Context: an optimization exercise on an open-source flow, tuned for small area, a short achievable clock period and few clock cycles per item. The choices shown serve that exercise and are no tape-out recipe.

== main ==
Design pipelined, start of the top module:
module pipelined(
    input  wire              clk,
    input  wire              rst,
    input  wire              in_valid,
    output wire              in_ready,
    input  wire signed [15:0] a,
    input  wire signed [15:0] b,
    input  wire signed [15:0] c,
    input  wire signed [15:0] d,
    input  wire signed [15:0] e,
    output reg               out_valid,
    input  wire              out_ready,
    output wire signed [31:0] y
);
==> flow/config.mk <==
export PLATFORM = sky130hd
export DESIGN_NAME = pipelined
export DESIGN_NICKNAME = pipelined
export VERILOG_FILES = /design/flow/design.v
export SDC_FILE = /design/flow/constraint.sdc
export NUM_CORES = 4
export LEC_CHECK = 0
export CAP_MARGIN = 20
export CORE_MARGIN = 2
export CORE_UTILIZATION = 40
export SETUP_SLACK_MARGIN = 4.0
export SLEW_MARGIN = 20
==> flow/constraint.sdc <==
create_clock -name core_clock -period 8.0 [get_ports {clk}]
set_input_delay 1.6000 -clock core_clock [delete_from_list [all_inputs] [get_ports {clk}]]
set_output_delay 1.6000 -clock core_clock [all_outputs]
set_load 0.01 [all_outputs]
run.sh (not shown) runs the stock make flow with config.mk's settings and CLKGATE_MAP_FILE= SYNTH_SCRIPT=/design/flow/synth_recipe.tcl, a recipe that flattens the netlist after the stock synthesis.
--- input diff main..the feature branch ---
# main
export LEC_CHECK = 0
export CAP_MARGIN = 20
export CORE_MARGIN = 2
export CORE_UTILIZATION = 40
export SETUP_SLACK_MARGIN = 4.0
export SLEW_MARGIN = 20
create_clock -name core_clock -period 8.0 [get_ports {clk}]
# the feature branch
export LEC_CHECK = 0
export CAP_MARGIN = 20
export CORE_MARGIN = 2
export CORE_UTILIZATION = 40
export SLEW_MARGIN = 20
create_clock -name core_clock -period 8.0 [get_ports {clk}]
Notes after the runs:
The run with more setup slack is main; the feature branch has less. When the final numbers for main and the feature branch were put side by side, the minimum clock period turned out to be greater in the feature branch. Diff main -> the feature branch | number of nets at the end of the flow | down slightly. The feature branch ended up with sky130_fd_sc_hd__edfxtp_1 as its cell with the largest stage delay on the worst path; main ended up with sky130_fd_sc_hd__fa_1. Compared with main, in the feature branch layout buffering overhead excluding clock cells lost 2.2 points; length of the first detailed-routing pass in iterations lost 3. Routed wire length per instance, main and the feature branch, higher one = main. The feature branch completed end to end with timing, DRC and antenna clean.
No run of this note included a check of the RTL's function; only the layout flow was run.

---

pipelined, a different RTL version from the one above (not shown whole).
Size in the first run: ~1800 cells after synthesis, roughly 220 flip-flops.
Design pipelined, start of the top module:
module pipelined(
    input  wire              clk,
    input  wire              rst,
    input  wire              in_valid,
    output wire              in_ready,
    input  wire signed [15:0] a,
    input  wire signed [15:0] b,
    input  wire signed [15:0] c,
    input  wire signed [15:0] d,
    input  wire signed [15:0] e,
    output reg               out_valid,
    input  wire              out_ready,
    output wire signed [31:0] y
);
==> flow/config.mk <==
export PLATFORM = sky130hd
export DESIGN_NAME = pipelined
export DESIGN_NICKNAME = pipelined
export VERILOG_FILES = /design/flow/design.v
export SDC_FILE = /design/flow/constraint.sdc
export NUM_CORES = 4
export LEC_CHECK = 0
export ABC_AREA = 1
export CAP_MARGIN = 5
export CORE_MARGIN = 2
export CORE_UTILIZATION = 40
export SETUP_SLACK_MARGIN = 4.2
export SLEW_MARGIN = 5
==> flow/constraint.sdc <==
create_clock -name core_clock -period 8.0 [get_ports {clk}]
set_input_delay 1.6000 -clock core_clock [delete_from_list [all_inputs] [get_ports {clk}]]
set_output_delay 1.6000 -clock core_clock [all_outputs]
set_load 0.01 [all_outputs]
standard.sh (not shown) runs the stock make flow with config.mk's settings and CLKGATE_MAP_FILE= SYNTH_SCRIPT=/design/flow/synth_recipe.tcl, a recipe that flattens the netlist after the stock synthesis.
==> flow/flow/run.sh <==
#!/bin/bash
# Standard ORFS layout, except that Yosys's "synth" runs with -noabc, so the quick
# ABC pass before full-adder extraction does not scramble the adder tree's polarity.
set -euo pipefail
sed 's/yosys synth -nofsm -noshare {\*}\$args/yosys synth -nofsm -noshare -noabc {*}$args/' synth_recipe.tcl > flow/noabc_synth.tcl
grep -q -- '-noabc' flow/noabc_synth.tcl
sed "s#SYNTH_SCRIPT=[^ ]*#SYNTH_SCRIPT=$PWD/flow/noabc_synth.tcl#" standard.sh > flow/standard_noabc.sh
grep -q noabc_synth flow/standard_noabc.sh
bash flow/standard_noabc.sh "BUFFER_PORTS_ARGS=-buffer_cell sky130_fd_sc_hd__buf_1" finish > standard.log 2>&1
==> flow/flow/noabc_synth.tcl <==
proc synth {args} { yosys synth -nofsm -noshare -noabc {*}$args }
source $::env(SCRIPTS_DIR)/synth.tcl
# left out here: clear keep_hierarchy, flatten, clean up, hide names made inside functions, write 1_2_yosys.v
==> flow/flow/standard_noabc.sh <==
#!/bin/bash
# The standard flow's own layout of this design, on the ORFS make targets given (by default finish). After
# finish it leaves the final layout's DEF at /design/flow/out/final.def.
set -euo pipefail
make -C /OpenROAD-flow-scripts/flow DESIGN_CONFIG=/design/flow/config.mk WORK_HOME=/design/flow/orfs CLKGATE_MAP_FILE= SYNTH_SCRIPT=/design/flow/flow/noabc_synth.tcl ABC_AREA=1 CAP_MARGIN=5 CORE_MARGIN=2 CORE_UTILIZATION=40 SETUP_SLACK_MARGIN=4.2 SLEW_MARGIN=5 "${@:-finish}"
if [[ -f /design/flow/orfs/results/sky130hd/pipelined/base/6_final.odb ]]; then
  : # left out here: write the final layout as DEF
fi
==> next run, changes <==
==> flow/flow/standard_noabc.sh (replaced) <==
#!/bin/bash
# The standard flow's own layout of this design, on the ORFS make targets given (by default finish). After
# finish it leaves the final layout's DEF at /design/flow/out/final.def.
set -euo pipefail
make -C /OpenROAD-flow-scripts/flow DESIGN_CONFIG=/design/flow/config.mk WORK_HOME=/design/flow/orfs CLKGATE_MAP_FILE= SYNTH_SCRIPT=/design/flow/flow/noabc_synth.tcl ABC_AREA=1 CAP_MARGIN=20 CORE_MARGIN=2 CORE_UTILIZATION=40 SETUP_SLACK_MARGIN=4.2 SLEW_MARGIN=20 "${@:-finish}"
if [[ -f /design/flow/orfs/results/sky130hd/pipelined/base/6_final.odb ]]; then
  : # left out here: write the final layout as DEF
fi
- CAP_MARGIN: 5 -> 20
- SLEW_MARGIN: 5 -> 20
=> The new run passed the timing, design-rule and antenna checks. Non-clock buffer count shrinks by 2. Area after synthesis does not change. Final area is about the same. Via count shrinks by 0.62%. Routed wire length stays flat. Count of clock-buffer cells in the layout does not change. Final cell count hardly moves. Setup slack hardly moves. Critical path depth stays the same.
Function was not checked in any run of this note: the RTL went through the layout flow alone.

what the ideal ports hide:
Ports are ideal in the flow. The routed layouts listed here were re-timed in OpenROAD. Step 1, drivers: a clkbuf_16 drives clk and a buf_2 each remaining input, both assumed. Step 2 adds t to the input delays and takes it off the output delays; t is the mean of the earliest and latest rising clock arrival at the registers after step 1. Input paths then give back, and output paths get back, about the clock's delay inside the block. Slacks: ideal ports / drivers / drivers and shift; pairs: ideal ports / drivers.
run | t (ns) | slack for setup (ns) | worst setup path after step 2
main | 0.641 | 4.046 / 4.046 / 3.576 | input to register
the feature branch | 0.645 | 2.656 / 2.656 / 2.656 | register to register
the first run of note 2 | 0.598 | 4.186 / 4.153 / 3.912 | input to register
the second run of note 2 | 0.599 | 4.185 / 4.153 / 3.917 | input to register
After both steps setup and hold are still met in every run listed. The setup slack of main, which loses most, moves by 0.000 ns with the drivers and by -0.470 ns with both steps.
